Source: an optimization exercise on an open RTL-to-GDS flow (aim: small area). Production flows keep margins and buffers that such runs may drop.
Function was checked by simulation only, so behaviour that the tests miss may differ from the original.
Power figures rest on the tool's default switching activity, not on a simulated workload.

Setup of red:
==> flow/design.v <==
module adder #
(
  parameter ADDER_BITS = 8
)
(
  input                         clock,
  input                         reset,
  input                         rd_fire,
  input                         rd_first,
  input        [ADDER_BITS-1:0] rd_data,
  output       [ADDER_BITS-1:0] c_data
);
  logic [ADDER_BITS-1:0] acc;
  logic [ADDER_BITS-1:0] x;
  logic [ADDER_BITS-1:0] sum;
  logic   [ADDER_BITS:0] cy;
  assign x = acc & {ADDER_BITS{~rd_first}};
  assign cy[0] = 1'b0;
  for (genvar i = 0; i < ADDER_BITS; i++) begin : g_rc
    assign sum[i] = x[i] ^ rd_data[i] ^ cy[i];
    assign cy[i+1] = (x[i] & rd_data[i]) | (cy[i] & (x[i] ^ rd_data[i]));
  end
  always_ff @(posedge clock)
    if (reset | rd_fire)
      acc <= reset ? '0 : sum;
  assign c_data = acc;
endmodule
module csr #
 (parameter HOST_ADDR_BITS = 8,
  parameter HOST_DATA_BITS = 32
)
(
  input                         clock,
  input                         reset,
  input                         host_req_valid,
  input                         host_req_opcode,
  input    [HOST_ADDR_BITS-1:0] host_req_addr,
  input    [HOST_DATA_BITS-1:0] host_req_value,
  output                        host_req_deq,
  output                        host_resp_valid,
  output logic [HOST_DATA_BITS-1:0] host_resp_bits,
  output                        launch,
  input                         finish,
  input    [HOST_DATA_BITS-1:0] cycles,
  output   [HOST_DATA_BITS-1:0] length,
  output   [HOST_DATA_BITS-1:0] a_addr,
  output   [HOST_DATA_BITS-1:0] b_addr,
  output   [HOST_DATA_BITS-1:0] c_addr
);
  localparam NUM_REG = 6;
  logic rsp;
  always_ff @(posedge clock)
    if (reset)
      rsp <= 1'b0;
    else
      rsp <= host_req_valid & ~host_req_opcode & ~rsp;
  assign host_req_deq = host_req_valid & ~rsp;
  logic [HOST_DATA_BITS-1:0] rf [NUM_REG-1:0];
  logic        [NUM_REG-1:0] sel;
  logic [HOST_DATA_BITS-1:0] wdata;
  logic                      done;
  assign wdata = reset ? '0 : finish ? cycles : host_req_value;
  genvar i;
  for (i = 0; i < NUM_REG; i++) begin : g_reg
    wire hit = host_req_valid & ~rsp & (host_req_addr == i*4);
    wire wen = hit & host_req_opcode;
    always_ff @(posedge clock)
      if (reset)
        sel[i] <= 1'b0;
      else
        sel[i] <= hit & ~host_req_opcode;
    if (i == 0) begin : g_ctrl
      always_ff @(posedge clock)
        if (reset)
          done <= 1'b0;
        else if (finish)
          done <= 1'b1;
        else if (wen)
          done <= 1'b0;
      always_ff @(posedge clock)
        if (reset | wen)
          rf[i] <= wdata;
    end else if (i == 1) begin : g_cycles
      always_ff @(posedge clock)
        if (reset | finish | wen)
          rf[i] <= wdata;
    end else begin : g_plain
      always_ff @(posedge clock)
        if (reset | wen)
          rf[i] <= wdata;
    end
  end
  logic sel0_val, sel0_done;
  assign sel0_val = sel[0] & ~done;
  assign sel0_done = sel[0] & done;
  always_comb begin
    host_resp_bits = (rf[0] & {HOST_DATA_BITS{sel0_val}})
                   | {{(HOST_DATA_BITS-2){1'b0}}, sel0_done, 1'b0};
    for (int k = 1; k < NUM_REG; k++)
      host_resp_bits = host_resp_bits | (rf[k] & {HOST_DATA_BITS{sel[k]}});
  end
  assign host_resp_valid = rsp;
  assign launch = rf[0][0] & ~done;
  assign length = rf[2];
  assign a_addr = rf[3];
  assign b_addr = rf[4];
  assign c_addr = rf[5];
endmodule
module mmu #
(
  parameter MEM_LEN_BITS = 8,
  parameter MEM_ADDR_BITS = 32,
  parameter HOST_DATA_BITS = 32
)
(
  input                         clock,
  input                         reset,
  output                        mem_req_valid,
  output                        mem_req_opcode,
  output     [MEM_LEN_BITS-1:0] mem_req_len,
  output    [MEM_ADDR_BITS-1:0] mem_req_addr,
  output                        mem_wr_valid,
  input                         mem_rd_valid,
  output                        mem_rd_ready,
  input                         launch,
  output                        finish,
  output   [HOST_DATA_BITS-1:0] cycles,
  input    [HOST_DATA_BITS-1:0] length,
  input    [HOST_DATA_BITS-1:0] a_addr,
  input    [HOST_DATA_BITS-1:0] b_addr,
  input    [HOST_DATA_BITS-1:0] c_addr,
  output                        rd_fire,
  output                        rd_first
);
  logic s_idle, s_ra, s_da, s_rb, s_db, s_rc, s_dc, s_fin;
  logic [HOST_DATA_BITS-1:0] cnt;
  logic [HOST_DATA_BITS-1:0] cyc;
  logic                      last_q;
  logic                      op_l;
  logic [HOST_DATA_BITS-1:0] opnd;
  logic [HOST_DATA_BITS-1:0] sum;
  assign op_l = s_da | s_db;
  assign opnd = (a_addr & {HOST_DATA_BITS{s_ra}})
              | (b_addr & {HOST_DATA_BITS{s_rb}})
              | (c_addr & {HOST_DATA_BITS{s_rc}})
              | (~length & {HOST_DATA_BITS{op_l}})
              | {{(HOST_DATA_BITS-1){1'b0}}, s_dc};
  assign sum = opnd + cnt;
  always_ff @(posedge clock)
    if (op_l)
      last_q <= sum == {{(HOST_DATA_BITS-1){1'b1}}, 1'b0};
  localparam H = HOST_DATA_BITS / 2;
  logic                      cyc_wrap;
  logic [HOST_DATA_BITS-1:0] cyc_cy, cyc_inc;
  assign cyc_cy[0] = 1'b1;
  assign cyc_cy[H] = cyc_wrap;
  for (genvar i = 1; i < HOST_DATA_BITS; i++) begin : g_cy
    if (i != H) begin : g_rc
      assign cyc_cy[i] = cyc_cy[i-1] & cyc[i-1];
    end
  end
  assign cyc_inc = cyc ^ cyc_cy;
  always_ff @(posedge clock)
    if (reset)
      {s_idle, s_ra, s_da, s_rb, s_db, s_rc, s_dc, s_fin} <= 8'b1000_0000;
    else begin
      s_idle <= (s_idle & ~launch) | s_fin;
      s_ra   <= (s_idle & launch) | (s_dc & ~last_q);
      s_da   <= s_ra | (s_da & ~mem_rd_valid);
      s_rb   <= s_da & mem_rd_valid;
      s_db   <= s_rb | (s_db & ~mem_rd_valid);
      s_rc   <= s_db & mem_rd_valid;
      s_dc   <= s_rc;
      s_fin  <= s_dc & last_q;
    end
  always_ff @(posedge clock)
    if (reset | s_idle)
      cnt <= '0;
    else if (s_dc)
      cnt <= sum;
  always_ff @(posedge clock)
    if (reset | s_idle) begin
      cyc <= '1;
      cyc_wrap <= 1'b1;
    end else begin
      cyc <= cyc_inc;
      cyc_wrap <= (&cyc[H-1:1]) & ~cyc[0];
    end
  assign cycles = cyc;
  assign finish = s_fin;
  assign mem_req_valid = s_ra | s_rb | s_rc;
  assign mem_req_opcode = s_rc;
  assign mem_req_len = 'd0;
  assign mem_req_addr = sum;
  assign mem_rd_ready = op_l;
  assign mem_wr_valid = s_dc;
  assign rd_fire = mem_rd_ready & mem_rd_valid;
  assign rd_first = s_da;
endmodule
module accel #
( parameter HOST_ADDR_BITS = 8,
  parameter HOST_DATA_BITS = 32,
  parameter MEM_LEN_BITS = 8,
  parameter MEM_ADDR_BITS = 32,
  parameter MEM_DATA_BITS = 64
)
(
  input                         clock,
  input                         reset,
  input                         host_req_valid,
  input                         host_req_opcode,
  input    [HOST_ADDR_BITS-1:0] host_req_addr,
  input    [HOST_DATA_BITS-1:0] host_req_value,
  output                        host_req_deq,
  output                        host_resp_valid,
  output   [HOST_DATA_BITS-1:0] host_resp_bits,
  output                        mem_req_valid,
  output                        mem_req_opcode,
  output     [MEM_LEN_BITS-1:0] mem_req_len,
  output    [MEM_ADDR_BITS-1:0] mem_req_addr,
  output                        mem_wr_valid,
  output    [MEM_DATA_BITS-1:0] mem_wr_bits,
  input                         mem_rd_valid,
  input     [MEM_DATA_BITS-1:0] mem_rd_bits,
  output                        mem_rd_ready
);
  localparam ADDER_BITS = 8;
  logic                      launch;
  logic                      finish;
  logic [HOST_DATA_BITS-1:0] cycles;
  logic [HOST_DATA_BITS-1:0] length;
  logic [HOST_DATA_BITS-1:0] a_addr;
  logic [HOST_DATA_BITS-1:0] b_addr;
  logic [HOST_DATA_BITS-1:0] c_addr;
  logic                      rd_fire;
  logic                      rd_first;
  logic     [ADDER_BITS-1:0] c_data;
  csr #
  (
    .HOST_ADDR_BITS(HOST_ADDR_BITS),
    .HOST_DATA_BITS(HOST_DATA_BITS)
  )
  c
  (
    .clock           (clock),
    .reset           (reset),
    .host_req_valid  (host_req_valid),
    .host_req_opcode (host_req_opcode),
    .host_req_addr   (host_req_addr),
    .host_req_value  (host_req_value),
    .host_req_deq    (host_req_deq),
    .host_resp_valid (host_resp_valid),
    .host_resp_bits  (host_resp_bits),
    .launch          (launch),
    .finish          (finish),
    .cycles          (cycles),
    .length          (length),
    .a_addr          (a_addr),
    .b_addr          (b_addr),
    .c_addr          (c_addr)
  );
  adder #
  (
    .ADDER_BITS(ADDER_BITS)
  )
  a
  (
    .clock    (clock),
    .reset    (reset),
    .rd_fire  (rd_fire),
    .rd_first (rd_first),
    .rd_data  (mem_rd_bits[ADDER_BITS-1:0]),
    .c_data   (c_data)
  );
  mmu #
  (
    .MEM_LEN_BITS(MEM_LEN_BITS),
    .MEM_ADDR_BITS(MEM_ADDR_BITS),
    .HOST_DATA_BITS(HOST_DATA_BITS)
  )
  m
  (
    .clock          (clock),
    .reset          (reset),
    .mem_req_valid  (mem_req_valid),
    .mem_req_opcode (mem_req_opcode),
    .mem_req_len    (mem_req_len),
    .mem_req_addr   (mem_req_addr),
    .mem_wr_valid   (mem_wr_valid),
    .mem_rd_valid   (mem_rd_valid),
    .mem_rd_ready   (mem_rd_ready),
    .launch         (launch),
    .finish         (finish),
    .cycles         (cycles),
    .length         (length),
    .a_addr         (a_addr),
    .b_addr         (b_addr),
    .c_addr         (c_addr),
    .rd_fire        (rd_fire),
    .rd_first       (rd_first)
  );
  assign mem_wr_bits = {{(MEM_DATA_BITS-ADDER_BITS){1'b0}}, c_data};
endmodule
export LEC_CHECK = 0
export CAP_MARGIN = 20
export CORE_MARGIN = 2
export CORE_UTILIZATION = 60
export CTS_CLUSTER_DIAMETER = 110
export CTS_CLUSTER_SIZE = 30
export SLEW_MARGIN = 20
create_clock -name core_clock -period 5.0 [get_ports {clock}]
standard.sh (not shown) runs the stock make flow with config.mk's settings and CLKGATE_MAP_FILE= SYNTH_SCRIPT=/design/flow/synth_recipe.tcl, a recipe that flattens the netlist after the stock synthesis.
==> flow/flow/run.sh <==
#!/bin/bash
set -euo pipefail
bash standard.sh BUFFER_PORTS_ARGS="-buffer_cell sky130_fd_sc_hd__buf_1" SKIP_REPAIR_TIE_FANOUT=1 finish > standard.log 2>&1
### red -> blue
-- flow/config.mk --
<<< red, line 9
export CORE_MARGIN = 2
export CORE_UTILIZATION = 60
export CTS_CLUSTER_DIAMETER = 110
export CTS_CLUSTER_SIZE = 30
export SLEW_MARGIN = 20
>>> blue, line 9
export CORE_MARGIN = 2
export CORE_UTILIZATION = 70
export CTS_CLUSTER_DIAMETER = 100
export CTS_CLUSTER_SIZE = 25
export GPL_TIMING_DRIVEN = 0
export SLEW_MARGIN = 20
Results
Going from red to blue, total routing usage reported by global routing grows by 6.0 points. red vs blue, critical path capture point: mem_req_addr[31] vs mem_req_addr[28]. Delta (blue minus red): switching power total picked up an extra 2.1%; cell count picked up an extra 5.1%; number of nets at the end of the flow picked up an extra 93.

[afterwards: timing with drivers on the ports]
How much do the figures lean on ideal ports? The routed layouts below were timed once more, with nothing changed but the port constraints.
Step 1 sets driving cells, clkbuf_16 on the clock port and buf_2 on the other inputs (assumed; they add their load-dependent delay and slew).
Step 2 moves the port delays by t, midway between the first and last clock arrival at a register: inputs arrive t later, outputs are due t later. That takes back most of the time a late clock gives input paths.
Three values: no drivers, after step 1, after step 2; two values: the first two.
| run | shift t [ns] | slack for setup (ns) | worst slew at a driven data input, ns |
|---|---|---|---|
| red | 0.554 | 0.156 / 0.110 / 0.646 | 0.04 |
| blue | 0.538 | 0.088 / 0.041 / 0.579 | 0.04 |
After both steps setup and hold are still met in every run listed.
